What follows belongs to an exercise in optimizing a design on an open flow for small area, a short achievable clock period and few clock cycles per item; a production flow would make more cautious choices. RTL that was checked went through simulation tests only; none was proved equivalent to the original. Function not checked in runs 2 and 4 to 6: the RTL went through the layout flow alone.

<file path="flow/design.v">
module SIMON_function
#(	parameter N = 32		)
 (	input logic [N-1:0] in,
	output logic [N-1:0] out	);
always_comb
begin
	out = ({in[N-2:0], in[N-1]} & {in[N-9:0], in[N-1:N-8]}) ^ {in[N-3:0], in[N-1:N-2]};
end
endmodule
module SIMON_round
#(	parameter N = 32		)
 (	input logic [2*N-1:0] block,
	input logic [N-1:0] key,
	output logic [2*N-1:0] out	);
logic [N-1:0] f;
SIMON_function #(N) func(.in(block[2*N-1:N]), .out(f));
always_comb
begin
	out[N-1:0] = block[2*N-1:N];
	out[2*N-1:N] = block[N-1:0] ^ key ^ f;
end
endmodule
module SIMON_keyexpansion
#(	parameter N = 32		)
 (	input logic [N-1:0] far, k1, k3,
	input logic zb,
	output logic [N-1:0] out		);
logic [N-1:0] t;
always_comb
begin
	t = {k1[2:0], k1[N-1:3]} ^ k3;
	t = t ^ {t[0], t[N-1:1]};
	out = ~far ^ t ^ {{(N-1){1'b0}}, zb} ^ 'd3;
end
endmodule
module SIMON_control
#(	parameter N = 32	)
 (	input logic clk, nR,
	input logic newData, newKey,
	input logic enc_dec, readData,
	input logic [2*N-1:0] plain,
	input logic [4*N-1:0] key,
	output logic ldData, ldKey,
	output logic doneData, doneKey,
	output logic [2*N-1:0] cipher	);
localparam logic [61:0] z = 62'b11110000101100111001010001001000000111101001100011010111011011;
localparam int LAST = 21;
typedef enum logic [2:0] {IDLE, S1, S2, KPASS, PASS} state;
state st;
logic [4:0] cnt;
logic hasblk;	 
logic kvalid;	 
logic enc;		 
logic [2*N-1:0] P;
logic [3:0][N-1:0] A, B;
logic last, run, goKey, goData;
assign last = (cnt == LAST);
assign run = (st == KPASS) || (st == PASS);
assign ldKey = (st == IDLE);
assign ldData = doneKey && (st == IDLE) && (!doneData || readData);
assign goKey = newKey && ldKey;
assign goData = newData && ldData;
logic [2:0][2*N-1:0] r;
logic [1:0][N-1:0] rk;
assign rk[0] = enc ? A[2] : B[3];
assign rk[1] = enc ? A[3] : B[2];
assign r[0] = P;
genvar g;
generate
	for(g=0; g<2; g++)
	begin : rounds
		SIMON_round #(N) rd(.block(r[g]), .key(rk[g]), .out(r[g+1]));
	end
endgenerate
logic [5:0][N-1:0] af, bb;
logic [1:0] za, zbk;
logic [4:0] cb;
function automatic logic zc(input int i);
	zc = (i >= 0 && i < 62) ? z[i] : 1'b0;
endfunction
assign cb = (st == S1) ? 5'd20 : cnt;
always_comb
	for(int i=0; i<2; i++)
	begin
		za[i] = zc(2*cnt - 2 + i);
		zbk[i] = zc(39 - 2*cb - i);
	end
assign af[3:0] = A;
assign bb[5:2] = B;
generate
	for(g=0; g<2; g++)
	begin : ksteps
		SIMON_keyexpansion #(N) kf(.far(af[g]), .k1(af[g+3]), .k3(af[g+1]), .zb(za[g]), .out(af[g+4]));
		SIMON_keyexpansion #(N) kb(.far(bb[5-g]), .k1(bb[4-g]), .k3(bb[2-g]), .zb(zbk[g]), .out(bb[1-g]));
	end
endgenerate
always_ff @(posedge clk, negedge nR)
begin
	if(~nR)
	begin
		st <= IDLE;
		cnt <= 'b0;
		hasblk <= 1'b0;
		kvalid <= 1'b0;
		enc <= 1'b0;
		doneKey <= 1'b0;
		doneData <= 1'b0;
	end
	else
	begin
		if(doneData && readData)	doneData <= 1'b0;
		unique case(st)
		IDLE:
		begin
			cnt <= 'b0;
			if(goKey)
			begin
				doneKey <= 1'b1;
				kvalid <= 1'b0;
				hasblk <= goData;
				st <= S1;
			end
			else if(goData)
				st <= (!enc_dec && !kvalid) ? KPASS : PASS;
			if(goData)	enc <= enc_dec;
		end
		S1:	st <= S2;
		S2:	st <= !hasblk ? IDLE : (!enc ? KPASS : PASS);
		KPASS, PASS:
		begin
			cnt <= last ? 5'd0 : cnt + 5'd1;
			if(last)
			begin
				kvalid <= 1'b1;
				st <= (st == KPASS) ? PASS : IDLE;
				if(st == PASS)	doneData <= 1'b1;
			end
		end
		default:	st <= IDLE;
		endcase
	end
end
always_ff @(posedge clk)
begin
	if(goData)	P <= enc_dec ? plain : {plain[N-1:0], plain[2*N-1:N]};
	else if(st == PASS)	P <= r[2];
end
assign cipher = enc ? P : {P[N-1:0], P[2*N-1:N]};
always_ff @(posedge clk)
begin
	if(goKey)	B <= key;
	else if(st == S1)	B <= {B[1:0], bb[1:0]};
	else if(run)
	begin
		if(last)	B <= A;
		else if(kvalid)	B <= {B[1:0], bb[1:0]};
	end
end
always_ff @(posedge clk)
begin
	if(st == S2)	A <= B;
	else if(run)
	begin
		if(last)	A <= B;
		else	A <= af[5:2];
	end
end
endmodule
module SIMON_64128
#(	parameter N = 32,
	parameter M = 4		)
 (	input logic clk, nR,
	input logic newData, newKey,
	input logic enc_dec, readData,
	input logic [2*N-1:0] plain,
	input logic [M-1:0][N-1:0] key,
	output logic ldData, ldKey,
	output logic doneData, doneKey,
	output logic [2*N-1:0] cipher	);
SIMON_control #(N) control(.*);
endmodule
</file>
<file path="flow/run.sh">
#!/bin/bash
# synth_recipe.tcl (not shown) runs the flow's synth.tcl, then flattens the netlist and writes it again
# the make line also repeats each setting of config.mk as NAME=value (left out here)
make -C /OpenROAD-flow-scripts/flow DESIGN_CONFIG=/design/flow/config.mk WORK_HOME=/design/flow/orfs CLKGATE_MAP_FILE= SYNTH_SCRIPT=/design/flow/synth_recipe.tcl finish
</file>
<file path="flow/config.mk">
export PLATFORM = sky130hd
export DESIGN_NAME = SIMON_64128
export DESIGN_NICKNAME = SIMON_64128
export VERILOG_FILES = /design/flow/design.v
export SDC_FILE = /design/flow/constraint.sdc
export NUM_CORES = 4
export LEC_CHECK = 0
export CAP_MARGIN = 20
export CORE_MARGIN = 2
export CORE_UTILIZATION = 40
export SETUP_SLACK_MARGIN = 3.6
export SLEW_MARGIN = 20
</file>
<file path="flow/constraint.sdc">
create_clock -name core_clock -period 6.0 [get_ports {clk}]
set_input_delay 1.2000 -clock core_clock [delete_from_list [all_inputs] [get_ports {clk}]]
set_output_delay 1.2000 -clock core_clock [all_outputs]
set_load 0.01 [all_outputs]
</file>
==> results of run 1 <==
per-stage QoR:
stage / util [%] / setup slack, ps / hold WS (ps) / instances
2_1_floorplan: - / 2470 / 472 / 2397
3_3_place_gp: 47.1 / 2260 / 486 / 3299
3_5_place_dp: 47.1 / 2120 / 495 / 3299
4_1_cts: 52.3 / 2680 / 505 / 3436
5_1_grt: 54.0 / 2780 / 549 / 3477
6_report: 54.0 / 2820 / 513 / 3477
synth_stat cells, types with 6 or more instances:
| cell type | n | area share [%] |
|---|---|---|
| o22ai_1 | 31 | 0.85 |
| a211oi_1 | 34 | 1.1 |
| o21ai_0 | 121 | 2.7 |
| nand2b_1 | 10 | 0.27 |
| nor2b_1 | 36 | 0.99 |
| nor3_1 | 6 | 0.13 |
| a31oi_1 | 66 | 1.8 |
| nor2_1 | 143 | 2.4 |
| nand2_1 | 567 | 9.3 |
| clkbuf_1 | 113 | 1.9 |
| ha_1 | 6 | 0.33 |
| mux2_2 | 65 | 3.2 |
| mux2i_1 | 98 | 4.3 |
| edfxtp_1 | 320 | 42 |
| buf_1 | 16 | 0.26 |
| a21oi_1 | 106 | 2.3 |
| xnor2_1 | 481 | 18 |
| xor2_1 | 102 | 3.9 |
| dfrtp_1 | 13 | 1.4 |
metal layers:
metal	global-route usage, %	share of wire, %	up-vias
met5	0	0	-
met4	8.48	3.1	0
met3	4.06	9.7	163
met2	43.7	46	1156
met1	39.1	42	9645
li1	-	-	8824
final timing paths:
kind	from	to	slack (ps)	cells past startpoint
min in group asynchronous	nR	control.st[1]	1040	1
max in group asynchronous	nR	control.enc	4470	1
worst max-delay path	control.enc	cipher[63]	2820	5
worst min-delay path	control.doneKey	control.doneKey	510	1
worst min register to register	control.doneKey	control.doneKey	510	1
worst max register to register	control.st[1]	control.B[0]	3120	10
timing repair:
action	in CTS	in global routing
resized for setup	339	206
cloned	19	9
setup endpoints to repair	582	526
setup buffers	49	32
pin swaps	12	13
final cells by class:
type                            count  area (um^2)
Clock inverter                     17          154
Inverter                            5         26.3
Tap cell                          756          946
Multi-Input combinational cell   1931        13900
Sequential cell                   333         9950
Timing Repair Buffer              383         4420
Fill cell                        5015        26000
Clock buffer                       52         1070
flip-flops by register name, indices dropped and copies added (netlist names):
signal,cells
control.cnt,5
control.kvalid,1
control.P,64
control.doneKey,1
control.doneData,1
control.A,128
control.st,3
control.B,128
control.hasblk,1
control.enc,1
kinds of logic after synthesis:
logic type | Yosys count | share of synthesized area, %
adders and majority gates | 6 | 0.329
xor gates and xnor gates | 586 | 22.7
DFF | 333 | 43.5
and+or+nand+nor | 784 | 13.8
AOI/OAI and AO/OA | 387 | 9.90
buffers and inverters | 138 | 2.29
muxes | 163 | 7.51
==> flow_summary.ini, run 1 <==
[setup_path]
critPathMaxStageDelay_ps = 550
critPathCaptureType = primary output
critical_path.top_delay_family = buffers and inverters
crit_chain = buf_12, buf_16, buf_12, mux2_4, buf_6
cpMostUsedCell = buf_12
critPathBufInv = 4
critical_path_class = reg2out
required_ps = 4800
path_max_fanout = 6
slowest_stage = dfrtp_4
arrival_ps = 1980
cp-start-kind = register

[timing]
setup_tns_ps = 0
hold_viol = 0
max-slew-margin-rel_pct = 34.1
setup_violations = 0
timing.fmax_ghz = 0.315
worst_pin_slew_ps = 988
maxSlewViolCount = 0
min_period_over_period_pct = 53.0
finalCriticalPeriod_ps = 3180
rsz0062_at_grt = true
skew_ps = 11.0

[global_routing]
antenna_found_initial = 0
grt_max_degree = 164
grt_overflow_total = 0
track_usage_pct = 27.6
first_global_vias = 18983
grt_pass1_wl_um = 123000

[logic_synthesis]
postSynthCellCount = 2397
synth_seq_area_share_pct = 43.5
synth_edf_count = 320
async_flop_share_pct = 3.90
ys.flop_type = edfxtp_1
synth_area_per_cell_um2 = 9.52
netlist_area_um2 = 22800
syn-num-nets = 2601
synth.distinct_cells = 56
yosysWarningCount = 4
synth-seq-cells = 333

[drt]
detail-route-antenna-nets = 0
drtIter0Drc = 2476
routedWlPerCell_um = 25.0
dr.pass1.iters = 6
viasPerCell = 5.69
vias = 19788
drcViolationCount = 0
drt-total-wl_um = 86800

[placed_design]
port-buffer-count = 265
place_area_um2 = 26600
place.gp.congestion = 0.919
dp_hpwl_um = 54400

[finish]
area_growth_pct = 33.4
drive_above_1_share_pct = 16.6
antenna_cells = 0
mostFrequentLayoutCell = nand2_1
nets = 2897
layout_common_cells = nand2_1, xnor2_1, edfxtp_1, clkdlybuf4s50_1, nor2_1
final_area_um2 = 30400

[clock_network]
clockRootBuffer = clkbuf_16
cts_tree = done
clkSinkCount = 333
numCtsBuffers = 39
clk_pin_slew_ps = 60
cts_max_level = 2
cts-hold-fix-buffers = 0
clock_latency_ps = 570
clockBufferDepth = 3

[floorplanning]
io_pins = 266
initial_core_util_pct = 40.5
dieHeight_um = 243
dieArea_um2 = 59000
rows = 87
core_um2 = 56400
die_w_um = 243

[run]
max_cap_viol_count = 0

[worst_hold_path]
hold_path.class = reg2reg

[status]
status = timing/DRC/antenna clean
Testbench counts, summed over its fixed seeds: cycles 11,422, blocks 480.
==> run 2: changes to the inputs <==
--- a/flow/design.v
+++ b/flow/design.v
@@ -58,5 +58,5 @@
 assign run = (st == KPASS) || (st == PASS);
 assign ldKey = (st == IDLE);
-assign ldData = doneKey && (st == IDLE) && (!doneData || readData);
+assign ldData = doneKey && (st == IDLE) && !doneData;
 assign goKey = newKey && ldKey;
 assign goData = newData && ldData;
==> flow_summary.ini, run 2 <==
[timing]
skew_ps = 22.9
setup_tns_ps = 0
hold_viol = 0
max-slew-margin-rel_pct = 47.9
rsz0062_at_grt = true
setup_violations = 0
maxSlewViolCount = 0
fin_ws_ps = 2820
min_period_over_period_pct = 53.0
finalCriticalPeriod_ps = 3180
worst_pin_slew_ps = 781
timing.fmax_ghz = 0.314

[global_routing]
first_global_vias = 19291
grt_max_degree = 78
track_usage_pct = 28.0
grt_overflow_total = 0
grt_pass1_wl_um = 124000
antenna_found_initial = 0

[drt]
drcViolationCount = 0
dr.pass1.iters = 5
drt-total-wl_um = 85300
detail-route-antenna-nets = 0
viasPerCell = 5.64
drtIter0Drc = 2338
vias = 19706
routedWlPerCell_um = 24.4

[logic_synthesis]
muxShareOfSynthArea_pct = 7.59
async_flop_share_pct = 3.90
synth_seq_area_share_pct = 43.5
ys_top_cells_by_count = nand2_1, xnor2_1, edfxtp_1
netlist_area_um2 = 22800
synth.distinct_cells = 55
ys.flop_type = edfxtp_1
syn-num-nets = 2607
synth_top_family_by_area = XOR/XNOR gates
yosysWarningCount = 4
synth-adder-area-share_pct = 0.329
synth_top_area_share_pct = 42.1
yosysTopAreaCell = edfxtp_1
synth_compound_area_share_pct = 9.83
yosys.area_share.simple_pct = 13.7
synthTopCellsByArea = edfxtp_1, xnor2_1, nand2_1, mux2i_1, xor2_1
synth-seq-cells = 333
synth_area_per_cell_um2 = 9.50
postSynthCellCount = 2403
synth.most_common_cell = nand2_1
synth_edf_count = 320
synthXorXnorAreaFrac_pct = 22.7

[clock_network]
cts_tree = done
clkSinkCount = 333
clockBufferDepth = 3
clk_pin_slew_ps = 60
clock_latency_ps = 580
numCtsBuffers = 39
clockRootBuffer = clkbuf_16
cts-hold-fix-buffers = 0
cts_max_level = 2

[setup_path]
critPathBufInv = 4
critical_path.top_delay_family = flip-flops
cpMostUsedCell = buf_12
cp-start-kind = register
slowest_stage = dfrtp_4
crit_chain = buf_12, buf_16, buf_12, mux2_4, buf_6
critical_path_class = reg2out
critPathCaptureType = primary output
critPathMaxStageDelay_ps = 550
required_ps = 4800
arrival_ps = 1980
path_max_fanout = 5

[floorplanning]
dieArea_um2 = 59000
core_um2 = 56400
dieHeight_um = 243
initial_core_util_pct = 40.5
io_pins = 266
rows = 87
die_w_um = 243

[placed_design]
dp_hpwl_um = 54600
place.gp.congestion = 0.909
port-buffer-count = 265
pre_cts_ws_ps = 2060

[finish]
nets = 2911
mostFrequentLayoutCell = nand2_1
drive_above_1_share_pct = 18.2
reg_top3 = control.A x128, control.B x128, control.P x64
layout_common_cells = nand2_1, xnor2_1, edfxtp_1, clkdlybuf4s50_1, nor2_1
area_growth_pct = 33.9
antenna_cells = 0

[run]
max_cap_viol_count = 0

[status]
status = timing/DRC/antenna clean

[worst_hold_path]
hold_path.class = reg2reg
==> run 2: timing repair <==
item                                    CTS  global route
gates cloned                             20             2
setup buffers                            65            28
endpoints found under the setup margin  684           493
pin swaps                                36            37
resized for setup                       417           220
==> run 2: cells by family after synthesis <==
logic type	after synthesis
AOI/OAI and AO/OA	385
xor gates and xnor gates	587
adders and majority gates	6
buffers and inverters	141
DFF	333
muxes	165
and+or+nand+nor	786
==> run 2: final cells by class <==
cell class | count | area [um^2]
Clock buffer | 48 | 1010
Clock inverter | 21 | 101
Fill cell | 4962 | 25800
Inverter | 9 | 43.8
Multi-Input combinational cell | 1938 | 14200
Sequential cell | 333 | 9950
Tap cell | 756 | 946
Timing Repair Buffer | 386 | 4250
==> run 2: metal layers <==
layer | GRT usage [%] | vias up | wire, um
met4 | 9.56 | 0 | 2920
met2 | 43.3 | 1113 | 38700
met3 | 5.12 | 173 | 8460
met5 | 0 | - | 0
met1 | 39.3 | 9558 | 35200
li1 | - | 8862 | -
==> run 2: metrics by stage <==
step	area (um^2)	util, %	hold slack (ps)	instances
6_report	30500	54.2	523	3491
5_1_grt	30500	54.2	593	3491
4_1_cts	29700	52.6	528	3461
3_5_place_dp	26400	46.9	513	3307
3_3_place_gp	26400	46.9	510	3307
2_1_floorplan	23300	-	472	2403
==> run 2: path summary, 6_finish.rpt <==
kind | start | endpoint | slack (ps) | cells after the start
min in group asynchronous | nR | control.enc | 1030 | 1
max in group asynchronous | nR | control.cnt[2] | 4490 | 1
worst min register to register | control.hasblk | control.hasblk | 520 | 2
worst min-delay path | control.hasblk | control.hasblk | 520 | 2
worst max-delay path | control.enc | cipher[33] | 2820 | 5
worst max register to register | control.st[2] | control.B[32] | 3090 | 11
==> run 2: worst register-to-register path, stage by stage (launching register included) <==
cell	delay (ps)
dfrtp_2	420
buf_6	130
or3b_4	380
nand2_2	100
ha_4	170
nor2_4	50
a221o_1	390
a2111oi_4	510
buf_4	200
xnor2_2	50
mux2i_1	160
o21ai_1	90
==> run 3: changes to the inputs <==
--- a/flow/design.v
+++ b/flow/design.v
@@ -58,5 +58,5 @@
 assign run = (st == KPASS) || (st == PASS);
 assign ldKey = (st == IDLE);
-assign ldData = doneKey && (st == IDLE) && !doneData;
+assign ldData = doneKey && (st == IDLE) && (!doneData || readData);
 assign goKey = newKey && ldKey;
 assign goData = newData && ldData;
--- a/flow/config.mk
+++ b/flow/config.mk
@@ -9,4 +9,3 @@
 export CORE_MARGIN = 2
 export CORE_UTILIZATION = 40
-export SETUP_SLACK_MARGIN = 3.6
 export SLEW_MARGIN = 20
==> flow_summary.ini, run 3 <==
[timing]
setup_tns_ps = 0
finalCriticalPeriod_ps = 3970
min_period_over_period_pct = 66.1
skew_ps = 16.5
rsz0062_at_grt = false
hold_viol = 0
setup_violations = 0
maxSlewViolCount = 0
max-slew-margin-rel_pct = 27.5
worst_pin_slew_ps = 1090
timing.fmax_ghz = 0.252
fin_ws_ps = 2030

[clock_network]
postCtsSetupBuffers = 0
post_cts_resized = 0
clockBufferDepth = 3
cts_tree = done
cts-hold-fix-buffers = 0
clock_latency_ps = 560
cts_max_level = 2
numCtsBuffers = 39
clk_pin_slew_ps = 60
clkSinkCount = 333
clockRootBuffer = clkbuf_16

[finish]
mostFrequentLayoutCell = nand2_1
drive_above_1_share_pct = 5.58
fin_util_pct = 48.5
nets = 2790
reg_top3 = control.A x128, control.B x128, control.P x64
final_area_um2 = 27300
final_cells = 3372
area_growth_pct = 19.8
layout_common_cells = nand2_1, xnor2_1, edfxtp_1, clkdlybuf4s50_1, nor2_1
antenna_cells = 0

[worst_hold_path]
hold_path.class = reg2reg

[placed_design]
pre_cts_ws_ps = 2190
port-buffer-count = 265
place_area_um2 = 26200
place.gp.congestion = 0.895
dp_hpwl_um = 55000
place_inst = 3301

[run]
max_cap_viol_count = 0

[setup_path]
critical_path.top_delay_family = simple AND/OR/NAND/NOR gates
critPathBufInv = 1
slowest_stage = nor3_1
crit_chain = nor3_1, and3_1, clkdlybuf4s50_1
arrival_ps = 2770
cp-start-kind = register
path_max_fanout = 16
critPathCaptureType = primary output
critical_path_class = reg2out
required_ps = 4800
r2r_slack_ps = 2250
critPathMaxStageDelay_ps = 740

[global_routing]
first_global_vias = 17975
grt_max_degree = 164
antenna_found_initial = 0
grt_overflow_total = 0
track_usage_pct = 25.5
grt_pass1_wl_um = 115000

[logic_synthesis]
postSynthCellCount = 2397
synth_edf_count = 320
netlist_area_um2 = 22800
synthTopCellsByArea = edfxtp_1, xnor2_1, nand2_1, mux2i_1, xor2_1
synth.distinct_cells = 56
synth_area_per_cell_um2 = 9.52
synth-seq-cells = 333
yosysTopAreaCell = edfxtp_1
synth.most_common_cell = nand2_1
ys.flop_type = edfxtp_1
synth_top_area_share_pct = 42.1
ys_top_cells_by_count = nand2_1, xnor2_1, edfxtp_1
async_flop_share_pct = 3.90
yosysWarningCount = 4
syn-num-nets = 2601
synth_seq_area_share_pct = 43.5

[drt]
drt-total-wl_um = 76800
wl_met1_um = 34200
dr.pass1.iters = 6
viasPerCell = 5.46
top_layer = met4
wl_met3_um = 6200
detail-route-antenna-nets = 0
drtIter0Drc = 1984
drcViolationCount = 0
vias = 18422
routedWlPerCell_um = 22.8
routed-wl-met2_um = 34200

[floorplanning]
initial_core_util_pct = 40.5
rows = 87
core_um2 = 56400
die_w_um = 243
dieHeight_um = 243
dieArea_um2 = 59000
io_pins = 266

[status]
status = timing/DRC/antenna clean
[run 3: cell families after synthesis]
group | share of synthesized area (%)
AND/OR/NAND/NOR | 13.8
adder cells (fa/ha/maj) | 0.329
multiplexers | 7.51
buffers and inverters | 2.29
flip-flops | 43.5
AO/OA/AOI/OAI | 9.90
XOR/XNOR | 22.7
[run 3: path summary, 6_finish.rpt]
check / startpoint / end / cells after the start
max: control.st[0] / ldData / 3
min: control.doneData / control.doneData / 2
max reg2reg: control.cnt[1] / control.B[15] / 7
min reg2reg: control.doneData / control.doneData / 2
max in group asynchronous: nR / control.enc / 1
min in group asynchronous: nR / control.hasblk / 1
[run 3: cell type report]
type,instances,area [um^2]
multi-input combinational,1926,12400
inverter,5,18.8
timing repair buffer,281,2830
tap,756,946
sequential,333,9940
clock buffer,46,1040
clock inverter,25,109
fill,5337,29100
[run 3: routing by layer]
| layer | GRT usage [%] | vias up |
|---|---|---|
| met5 | 0 | - |
| met4 | 7.78 | 0 |
| met3 | 3.96 | 116 |
| met2 | 39.2 | 819 |
| met1 | 37.0 | 8894 |
| li1 | - | 8593 |
[run 3: metrics by stage]
stage	hold WS (ps)
finish	515
floorplan	472
global route	544
global placement	491
CTS	520
detailed placement	506
[run 3: worst min-delay path: stages, from the launching register on]
cell and delay (ps):
dfrtp_1 340, nand2b_1 70, o21ai_0 70
Testbench counts of run 3, summed over its fixed seeds: cycles 11,422, blocks 480.
==> run 4: changes to the inputs <==
--- a/flow/design.v
+++ b/flow/design.v
@@ -55,8 +55,9 @@
 logic [3:0][N-1:0] A, B;
 logic last, run, goKey, goData;
-assign last = (cnt == LAST);
+state st_n;
+logic doneKey_n, doneData_n;
+logic last_n;
+assign last_n = (cnt_n == LAST);
 assign run = (st == KPASS) || (st == PASS);
-assign ldKey = (st == IDLE);
-assign ldData = doneKey && (st == IDLE) && (!doneData || readData);
 assign goKey = newKey && ldKey;
 assign goData = newData && ldData;
@@ -74,15 +75,16 @@
 endgenerate
 logic [5:0][N-1:0] af, bb;
-logic [1:0] za, zbk;
-logic [4:0] cb;
+logic [1:0] za, zbk, za_n, zbk_n;
+logic [4:0] cb, cnt_n;
 function automatic logic zc(input int i);
 	zc = (i >= 0 && i < 62) ? z[i] : 1'b0;
 endfunction
-assign cb = (st == S1) ? 5'd20 : cnt;
+assign cnt_n = run ? (last ? 5'd0 : cnt + 5'd1) : 5'd0;
+assign cb = (st_n == S1) ? 5'd20 : cnt_n;
 always_comb
 	for(int i=0; i<2; i++)
 	begin
-		za[i] = zc(2*cnt - 2 + i);
-		zbk[i] = zc(39 - 2*cb - i);
+		za_n[i] = zc(2*cnt_n - 2 + i);
+		zbk_n[i] = zc(39 - 2*cb - i);
 	end
 assign af[3:0] = A;
@@ -95,4 +97,25 @@
 	end
 endgenerate
+always_comb
+begin
+	st_n = st;
+	doneKey_n = doneKey || goKey;
+	doneData_n = doneData && !readData;
+	unique case(st)
+	IDLE:
+		if(goKey)	st_n = S1;
+		else if(goData)	st_n = (!enc_dec && !kvalid) ? KPASS : PASS;
+	S1:	st_n = S2;
+	S2:	st_n = !hasblk ? IDLE : (!enc ? KPASS : PASS);
+	KPASS:	if(last)	st_n = PASS;
+	PASS:
+		if(last)
+		begin
+			st_n = IDLE;
+			doneData_n = 1'b1;
+		end
+	default:	st_n = IDLE;
+	endcase
+end
 always_ff @(posedge clk, negedge nR)
 begin
@@ -106,37 +129,31 @@
 		doneKey <= 1'b0;
 		doneData <= 1'b0;
+		ldKey <= 1'b0;
+		ldData <= 1'b0;
+		last <= 1'b0;
+		za <= 'b0;
+		zbk <= 'b0;
 	end
 	else
 	begin
-		if(doneData && readData)	doneData <= 1'b0;
-		unique case(st)
-		IDLE:
+		st <= st_n;
+		doneKey <= doneKey_n;
+		doneData <= doneData_n;
+		ldKey <= (st_n == IDLE);
+		ldData <= (st_n == IDLE) && doneKey_n && !doneData_n;
+		cnt <= cnt_n;
+		last <= last_n;
+		za <= za_n;
+		zbk <= zbk_n;
+		if(goData)	enc <= enc_dec;
+		if(st == IDLE)
 		begin
-			cnt <= 'b0;
 			if(goKey)
 			begin
-				doneKey <= 1'b1;
 				kvalid <= 1'b0;
 				hasblk <= goData;
-				st <= S1;
-			end
-			else if(goData)
-				st <= (!enc_dec && !kvalid) ? KPASS : PASS;
-			if(goData)	enc <= enc_dec;
-		end
-		S1:	st <= S2;
-		S2:	st <= !hasblk ? IDLE : (!enc ? KPASS : PASS);
-		KPASS, PASS:
-		begin
-			cnt <= last ? 5'd0 : cnt + 5'd1;
-			if(last)
-			begin
-				kvalid <= 1'b1;
-				st <= (st == KPASS) ? PASS : IDLE;
-				if(st == PASS)	doneData <= 1'b1;
 			end
 		end
-		default:	st <= IDLE;
-		endcase
+		if(run && last)	kvalid <= 1'b1;
 	end
 end
@@ -144,7 +161,7 @@
 begin
 	if(goData)	P <= enc_dec ? plain : {plain[N-1:0], plain[2*N-1:N]};
-	else if(st == PASS)	P <= r[2];
+	else if(st == PASS)	P <= (last && !enc) ? {r[2][N-1:0], r[2][2*N-1:N]} : r[2];
 end
-assign cipher = enc ? P : {P[N-1:0], P[2*N-1:N]};
+assign cipher = P;
 always_ff @(posedge clk)
 begin
--- a/flow/config.mk
+++ b/flow/config.mk
@@ -9,3 +9,4 @@
 export CORE_MARGIN = 2
 export CORE_UTILIZATION = 40
+export SETUP_SLACK_MARGIN = 3.6
 export SLEW_MARGIN = 20
==> flow_summary.ini, run 4 <==
[timing]
whs_ps = 538
maxSlewViolCount = 0
worst_pin_slew_ps = 969
finalCriticalPeriod_ps = 2530
hold_viol = 0
timing.fmax_ghz = 0.395
setup_violations = 0
min_period_over_period_pct = 42.2
max-slew-margin-rel_pct = 35.2
skew_ps = 8.82
rsz0062_at_grt = true

[global_routing]
first_global_vias = 18973
grt_pass1_wl_um = 124000
grt_overflow_total = 0
track_usage_pct = 27.7
antenna_found_initial = 2
grt_max_degree = 109

[logic_synthesis]
postSynthCellCount = 2294
syn-num-nets = 2499
synth.distinct_cells = 62
synth-seq-cells = 340
synthTopCellsByArea = edfxtp_1, xnor2_1, nand2_1, mux2i_1, xor2_1
synth.most_common_cell = xnor2_1
ys.flop_type = edfxtp_1
netlist_area_um2 = 23300
yosysTopAreaCell = edfxtp_1
synth_top_area_share_pct = 41.2
synth_edf_count = 320
yosysWarningCount = 4
synth_seq_area_share_pct = 43.3
async_flop_share_pct = 5.88
synth_area_per_cell_um2 = 10.2
ys_top_cells_by_count = xnor2_1, nand2_1, edfxtp_1

[setup_path]
reg2reg_from = control.last
r2r_slack_ps = 3470
slowest_stage = or4b_4
r2r-end = control.za[0]
endpoint = control.za[0]
r2r_cells = 11
required_ps = 6450
critPathCaptureType = register
arrival_ps = 2980
crit_chain = or4b_4, and2_4, nor2_4, inv_4, ha_4, nor3_4, buf_4, a21oi_2, mux2_4, a21oi_2, a211oi_2
cp-start-kind = register
cp-startpoint = control.last
critical_path_class = reg2reg
cpMostUsedCell = a21oi_2
critPathMaxStageDelay_ps = 610
path_max_fanout = 4

[worst_hold_path]
hold_path.class = reg2reg
min_from = control.last

[finish]
drive_above_1_share_pct = 17.4
nets = 2826
layout_common_cells = xnor2_1, nand2_1, edfxtp_1, clkdlybuf4s50_1, nor2_1
final_area_um2 = 29800
area_growth_pct = 27.5
mostFrequentLayoutCell = xnor2_1
reg_top3 = control.A x128, control.B x128, control.P x64
final_cells = 3419

[drt]
dr.pass1.iters = 7
drcViolationCount = 0
drtIter0Drc = 1750
detail-route-antenna-nets = 0
routedWlPerCell_um = 25.3
viasPerCell = 5.62
vias = 19205
drt-total-wl_um = 86500

[floorplanning]
initial_core_util_pct = 40.5
die_w_um = 246
rows = 88
dieHeight_um = 246
dieArea_um2 = 60300
core_um2 = 57700
io_pins = 266

[clock_network]
clkSinkCount = 340
cts_max_level = 2
cts_tree = done
clockBufferDepth = 3
clk_pin_slew_ps = 60
clock_latency_ps = 570
clockRootBuffer = clkbuf_16
numCtsBuffers = 42

[placed_design]
port-buffer-count = 265
place_area_um2 = 26800
place_inst = 3220
dp_hpwl_um = 57300
place.gp.congestion = 0.920

[run]
max_cap_viol_count = 0

[status]
status = timing/DRC/antenna clean
run 4: cell types whose count changed in the layout (fill, tap and decap cells not counted), sizes merged, moves of 30 or more:
cell / delta
xnor2: +75
nand2: -202
a21oi: -50
o221ai: +63
a211oi: -32
nor2b: -35
o21ai: +30
clkdlybuf4s50: -69
mux2i: +32
buf: +182
run 4: critical path: cells and delay by family, from the launching register on:
| family | cells | cell delay, ps |
|---|---|---|
| and+or+nand+nor | 4 | 1060 |
| DFF | 1 | 410 |
| muxes | 1 | 260 |
| adders and majority gates | 1 | 240 |
| AOI/OAI and AO/OA | 3 | 230 |
| buffers and inverters | 2 | 220 |
run 4: area by class of cell:
cell class	instances	area [um^2]
Fill cell	5149	27900
Multi-Input combinational cell	1831	13700
Sequential cell	340	10100
Timing Repair Buffer	396	3550
Clock buffer	55	1160
Tap cell	765	957
Clock inverter	21	218
Inverter	10	52.6
Antenna cell	1	2.50
run 4: kinds of logic after synthesis:
group	synth area share, %
and+or+nand+nor	9.85
AOI/OAI and AO/OA	9.85
buffers and inverters	2.24
muxes	9.02
xor gates and xnor gates	25.4
adders and majority gates	0.375
DFF	43.3
run 4: per-layer routing:
layer | vias up | wire length (um) | global-route usage [%]
met5 | - | 8 | 0
met4 | 2 | 3780 | 12.4
met3 | 152 | 6260 | 3.70
met2 | 832 | 41300 | 45.1
met1 | 9500 | 35100 | 36.7
li1 | 8719 | - | -
run 4: worst min-delay path by stage:
stage                     endpoint  slack, ps  cells past startpoint
global route        control.kvalid        570                      1
floorplan           control.hasblk        480                      2
detailed placement  control.hasblk        530                      2
finish              control.kvalid        540                      1
global placement    control.hasblk        520                      2
CTS                  control.st[1]        540                      1
run 4: metrics by stage:
stage / setup WS (ps) / util [%] / TNS (ps)
final: 3470 / 51.6 / 0
after global routing: 3370 / 51.6 / 0
after CTS: 3430 / 50.5 / 0
after detailed placement: 1970 / 46.5 / 0
after global placement: 1970 / 46.5 / 0
after floorplan: -1250 / - / -160610
run 4: timing repair:
item,in CTS,in global routing
pin swaps,22,13
hold buffers,0,0
gates cloned,8,3
gates resized for setup,355,81
endpoints found under the setup margin,566,286
setup buffers,100,11
==> run 5: changes to the inputs <==
--- a/flow/config.mk
+++ b/flow/config.mk
@@ -9,4 +9,4 @@
 export CORE_MARGIN = 2
 export CORE_UTILIZATION = 40
-export SETUP_SLACK_MARGIN = 3.6
+export SETUP_SLACK_MARGIN = 3.9
 export SLEW_MARGIN = 20
==> flow_summary.ini, run 5 <==
[status]
status = timing/DRC/antenna clean

[placed_design]
port-buffer-count = 265
place.gp.congestion = 0.908
pre_cts_ws_ps = 2070
dp_hpwl_um = 57000
place_inst = 3221
place_area_um2 = 26800

[run]
max_cap_viol_count = 0

[setup_path]
critPathMaxStageDelay_ps = 600
arrival_ps = 3030
crit_chain = or4b_4, a21o_4, clkinv_8, nor2_4, ha_4, or3_4, and2_4, o311a_1, nor3_2
critical_path_class = reg2reg
cp-start-kind = register
critPathBufInv = 1
critical_path.top_delay_family = simple AND/OR/NAND/NOR gates
slowest_stage = or4b_4
required_ps = 6480
path_max_fanout = 6
critPathCaptureType = register

[timing]
maxSlewViolCount = 0
hold_viol = 0
worst_pin_slew_ps = 971
timing.fmax_ghz = 0.392
rsz0062_at_grt = true
skew_ps = 16.5
setup_violations = 0
min_period_over_period_pct = 42.5
max-slew-margin-rel_pct = 35.1
finalCriticalPeriod_ps = 2550
fin_ws_ps = 3450

[finish]
drive_above_1_share_pct = 30.4
layout_common_cells = xnor2_1, nand2_1, edfxtp_1, clkdlybuf4s50_1, buf_4
final_cells = 3553
mostFrequentLayoutCell = xnor2_1
area_growth_pct = 44.0
fin_util_pct = 58.3
final_area_um2 = 33600
reg_top3 = control.A x128, control.B x128, control.P x64
nets = 2965

[logic_synthesis]
yosysTopAreaCell = edfxtp_1
synth.distinct_cells = 62
synth_top_area_share_pct = 41.2
postSynthCellCount = 2294
ys.flop_type = edfxtp_1
syn-num-nets = 2499
synth_area_per_cell_um2 = 10.2
synth.most_common_cell = xnor2_1
synthXorXnorAreaFrac_pct = 25.4
synth_edf_count = 320
synth_compound_area_share_pct = 9.85
synth-adder-area-share_pct = 0.375
netlist_area_um2 = 23300
muxShareOfSynthArea_pct = 9.02
synthTopCellsByArea = edfxtp_1, xnor2_1, nand2_1, mux2i_1, xor2_1
synth_seq_area_share_pct = 43.3
synth_top_family_by_area = XOR/XNOR gates
yosysWarningCount = 4
async_flop_share_pct = 5.88
ys_top_cells_by_count = xnor2_1, nand2_1, edfxtp_1
yosys.area_share.simple_pct = 9.85
synth-seq-cells = 340

[clock_network]
clockBufferDepth = 3
clk_pin_slew_ps = 60
clock_latency_ps = 570
clkSinkCount = 340
cts_tree = done
clockRootBuffer = clkbuf_16
cts_max_level = 2
numCtsBuffers = 41

[drt]
routedWlPerCell_um = 26.8
drcViolationCount = 0
vias = 20650
drtIter0Drc = 2105
detail-route-antenna-nets = 0
dr.pass1.iters = 5
viasPerCell = 5.81
drt-total-wl_um = 95200

[worst_hold_path]
hold_path.class = reg2reg

[floorplanning]
core_um2 = 57700
initial_core_util_pct = 40.5
rows = 88
die_w_um = 246
dieArea_um2 = 60300
dieHeight_um = 246
io_pins = 266

[global_routing]
track_usage_pct = 29.0
first_global_vias = 19691
grt_overflow_total = 0
grt_pass1_wl_um = 130000
antenna_found_initial = 2
grt_max_degree = 94
-- run 5: worst reg2reg max path, delay by kind of cell, from the launching register on --
| kind | cells | cell delay [ps] |
|---|---|---|
| flops | 1 | 400 |
| simple gates | 5 | 1220 |
| fa+ha+maj | 1 | 230 |
| compound gates | 2 | 570 |
| buf+inv | 1 | 50 |
-- run 5: final timing paths --
path,startpoint,endpoint,slack [ps],depth (start not counted)
hold / removal,control.hasblk,control.hasblk,530,2
max in group asynchronous,nR,control.enc,4130,1
setup / recovery,control.st[1],control.zbk[1],3450,9
setup reg to reg,control.st[1],control.zbk[1],3450,9
hold reg to reg,control.hasblk,control.hasblk,530,2
min in group asynchronous,nR,control.ldData,1170,1
-- run 5: metal layers --
| layer | up-vias | wire, um | share of wire [%] | global-route usage (%) |
|---|---|---|---|---|
| met5 | - | 0 | 0 | 0 |
| li1 | 8992 | - | - | - |
| met4 | 0 | 5880 | 6.2 | 14.7 |
| met2 | 1213 | 44200 | 46 | 46.6 |
| met3 | 253 | 8940 | 9.4 | 4.01 |
| met1 | 10192 | 36200 | 38 | 38.3 |
-- run 5: repair_timing --
item                       CTS  global route
hold buffers                 0             0
pin swaps                   49           145
resized for setup          550           282
gates cloned                18            11
setup buffers              136            96
setup endpoints to repair  723           483
-- run 5: layout make-up --
class                      instances  area [um^2]
clock buffer                      50         1060
fill                            4678        24100
sequential                       340        10100
tap                              765          957
inverter                          10         56.3
timing repair buffer             539         5460
multi-input combinational       1828        15800
clock inverter                    19          189
antenna                            2         5.00
-- run 5: logic make-up (layout without fill, tap and decap cells) --
group / Yosys count / in the layout
buffers and inverters: 131 / 618
xor gates and xnor gates: 672 / 672
and+or+nand+nor: 574 / 579
AOI/OAI and AO/OA: 369 / 369
muxes: 201 / 201
other: 0 / 2
adders and majority gates: 7 / 7
DFF: 340 / 340
-- run 5: stage by stage --
stage	setup TNS (ps)	hold slack, ps
detailed placement	0	519
finish	0	535
global route	0	576
global placement	0	506
floorplan	-160610	478
CTS	0	530
==> run 6: changes to the inputs <==
--- a/flow/config.mk
+++ b/flow/config.mk
@@ -9,4 +9,5 @@
 export CORE_MARGIN = 2
 export CORE_UTILIZATION = 40
-export SETUP_SLACK_MARGIN = 3.9
+export SETUP_SLACK_MARGIN = 3.6
 export SLEW_MARGIN = 20
+export SYNTH_HIERARCHICAL = 1
==> flow_summary.ini, run 6 <==
[status]
status = timing/DRC/antenna clean

[clock_network]
cts-hold-fix-buffers = 0
numCtsBuffers = 42
clockRootBuffer = clkbuf_16
cts_max_level = 2
cts_tree = done
clkSinkCount = 340
clockBufferDepth = 3
clk_pin_slew_ps = 60
clock_latency_ps = 570

[setup_path]
cp-start-kind = register
critical_path.top_delay_family = XOR/XNOR gates
arrival_ps = 2870
critical_path_class = reg2reg
critPathBufInv = 3
path_max_fanout = 5
crit_chain = buf_12, buf_16, mux2_4, xor3_2, buf_6, nand2_4, xnor2_2, xor3_1, nand2_1, a31oi_1
slowest_stage = dfrtp_2
critPathCaptureType = register
critPathMaxStageDelay_ps = 470
required_ps = 6280

[logic_synthesis]
synth.distinct_cells = 60
ys_top_cells_by_count = nand2_1, edfxtp_1, mux2_2
async_flop_share_pct = 5.88
synth_seq_area_share_pct = 39.8
yosysTopAreaCell = edfxtp_1
postSynthCellCount = 2113
ys.flop_type = edfxtp_1
synth_edf_count = 320
synth.most_common_cell = nand2_1
netlist_area_um2 = 25400
synth_top_area_share_pct = 37.8
synth-seq-cells = 340
synthTopCellsByArea = edfxtp_1, xnor3_1, mux2_2, xor3_1, mux2i_1
yosysWarningCount = 10
synth_area_per_cell_um2 = 12.0
syn-num-nets = 2319

[timing]
finalCriticalPeriod_ps = 2590
whs_ps = 521
setup_tns_ps = 0
maxSlewViolCount = 0
rsz0062_at_grt = true
timing.fmax_ghz = 0.386
max-slew-margin-rel_pct = 51.4
min_period_over_period_pct = 43.2
worst_pin_slew_ps = 730
skew_ps = 24.2
hold_viol = 0
setup_violations = 0
fin_ws_ps = 3410

[run]
max_cap_viol_count = 0

[drt]
detail-route-antenna-nets = 0
routedWlPerCell_um = 26.2
viasPerCell = 5.53
drcViolationCount = 0
drtIter0Drc = 1835
drt-total-wl_um = 85700
vias = 18079
dr.pass1.iters = 5

[finish]
mostFrequentLayoutCell = edfxtp_1
nets = 2608
drive_above_1_share_pct = 33.2
area_growth_pct = 28.4
nFillCells = 5327
reg_top3 = control.A x128, control.B x128, control.P x64
layout_common_cells = edfxtp_1, nand2_1, clkdlybuf4s50_1, mux2_2, buf_4
seqCellArea_um2 = 10100
multi_input_area_um2 = 15600

[global_routing]
grt_pass1_wl_um = 122000
first_global_vias = 17851
track_usage_pct = 25.3
grt_overflow_total = 0
grt_max_degree = 131
antenna_found_initial = 1

[worst_hold_path]
hold_path.class = reg2reg

[floorplanning]
die_w_um = 256
rows = 92
initial_core_util_pct = 40.3
dieArea_um2 = 65500
dieHeight_um = 256
core_um2 = 63000
io_pins = 266

[placed_design]
dp_hpwl_um = 55500
place.gp.congestion = 0.865
pre_cts_ws_ps = 2190
port-buffer-count = 265
-- run 6: changes by cell type after synthesis, moves of 15 or more --
cell / before / now
mux2_2: 70 / 193
o221ai_1: 65 / 1
buf_4: 1 / 129
clkbuf_1: 108 / 93
a21oi_1: 55 / 19
or3_1: 21 / 1
nor2_1: 152 / 22
xnor2_1: 555 / 80
nor2b_1: 1 / 65
nand2_1: 363 / 342
a211oi_1: 1 / 67
xor3_1: 1 / 68
xnor3_1: 1 / 124
-- run 6: cell type report --
class / count / area share, %
antenna: 1 / 0.00768
tap: 846 / 3.25
multi-input combinational: 1523 / 47.7
timing repair buffer: 482 / 14.0
clock inverter: 10 / 0.296
inverter: 13 / 0.157
clock buffer: 57 / 3.52
sequential: 340 / 31.1
-- run 6: cells by family (layout without fill, tap and decap cells) --
| logic type | after synthesis | count (layout) | share of synthesized area (%) |
|---|---|---|---|
| compound gates | 321 | 321 | 7.75 |
| xor+xnor | 399 | 399 | 24.6 |
| flops | 340 | 340 | 39.8 |
| buf+inv | 256 | 562 | 5.79 |
| other cells | 0 | 1 | 0 |
| fa+ha+maj | 9 | 9 | 0.434 |
| simple gates | 466 | 472 | 7.93 |
| mux | 322 | 322 | 13.6 |
-- run 6: path summary, 6_finish.rpt --
check	from	end	slack (ps)	cells after the start
max	control.enc	control.P[41]	3410	10
min	control.hasblk	control.hasblk	520	2
max reg2reg	control.enc	control.P[41]	3410	10
min reg2reg	control.hasblk	control.hasblk	520	2
max in group asynchronous	nR	control.last	4970	1
min in group asynchronous	nR	control.cnt[1]	620	1
-- run 6: worst register-to-register path, stage by stage, from the launching register on --
cell and delay (ps):
dfrtp_2 470, buf_12 170, buf_16 150, mux2_4 340, xor3_2 430, buf_6 160
nand2_4 70, xnor2_2 110, xor3_1 260, nand2_1 80, a31oi_1 90
-- run 6: repair_timing --
item,CTS,global route
cloned,14,2
endpoints found under the hold margin,0,0
resized for setup,478,159
pin swaps,59,50
buffers inserted,141,53
setup endpoints to repair,720,268
-- run 6: stage by stage --
| step | area, um^2 | util, % | cells |
|---|---|---|---|
| 2_1_floorplan | 25600 | - | 2113 |
| 3_3_place_gp | 28100 | 44.6 | 2994 |
| 3_5_place_dp | 28100 | 44.6 | 2994 |
| 4_1_cts | 31300 | 49.7 | 3216 |
| 5_1_grt | 32600 | 51.8 | 3271 |
| 6_report | 32600 | 51.8 | 3272 |
-- run 6: per-layer routing --
metal	GRT usage [%]	up-vias	part of all wire [%]
li1	-	8056	-
met1	35.2	9095	42
met2	41.5	820	47
met3	3.10	108	7.8
met4	7.08	0	2.6
met5	0	-	0

## static timing again, ports no longer ideal
How much do the figures lean on ideal ports? The routed layouts below were timed once more, with nothing changed but the port constraints.
Step 1, drivers: a clkbuf_16 drives clk and a buf_2 each remaining input, both assumed.
Step 2 moves the port delays by t, midway between the first and last clock arrival at a register: inputs arrive t later, outputs are due t later. That takes back most of the time a late clock gives input paths.
Three values: ideal, step 1, step 2; two values: the first two.
| run | t, ns | setup slack, ns | clock arrival spread, ns | slew at the worst register clock pin (ns) |
|---|---|---|---|---|
| run 1 | 0.617 | 2.822 / 2.765 / 3.078 | 0.013 / 0.012 | 0.07 / 0.07 |
| run 2 | 0.625 | 2.818 / 2.759 / 3.070 | 0.024 / 0.025 | 0.06 / 0.06 |
| run 3 | 0.607 | 2.034 / 1.977 / 2.089 | 0.016 / 0.017 | 0.06 / 0.06 |
| run 4 | 0.631 | 3.470 / 3.429 / 2.957 | 0.009 / 0.009 | 0.06 / 0.06 |
| run 5 | 0.628 | 3.452 / 3.452 / 2.952 | 0.018 / 0.018 | 0.07 / 0.07 |
| run 6 | 0.623 | 3.407 / 3.407 / 3.057 | 0.026 / 0.026 | 0.06 / 0.06 |
After both steps setup and hold are still met in every run listed. The setup slack of run 4, which loses most, moves by -0.041 ns with the drivers and by -0.513 ns with both steps.
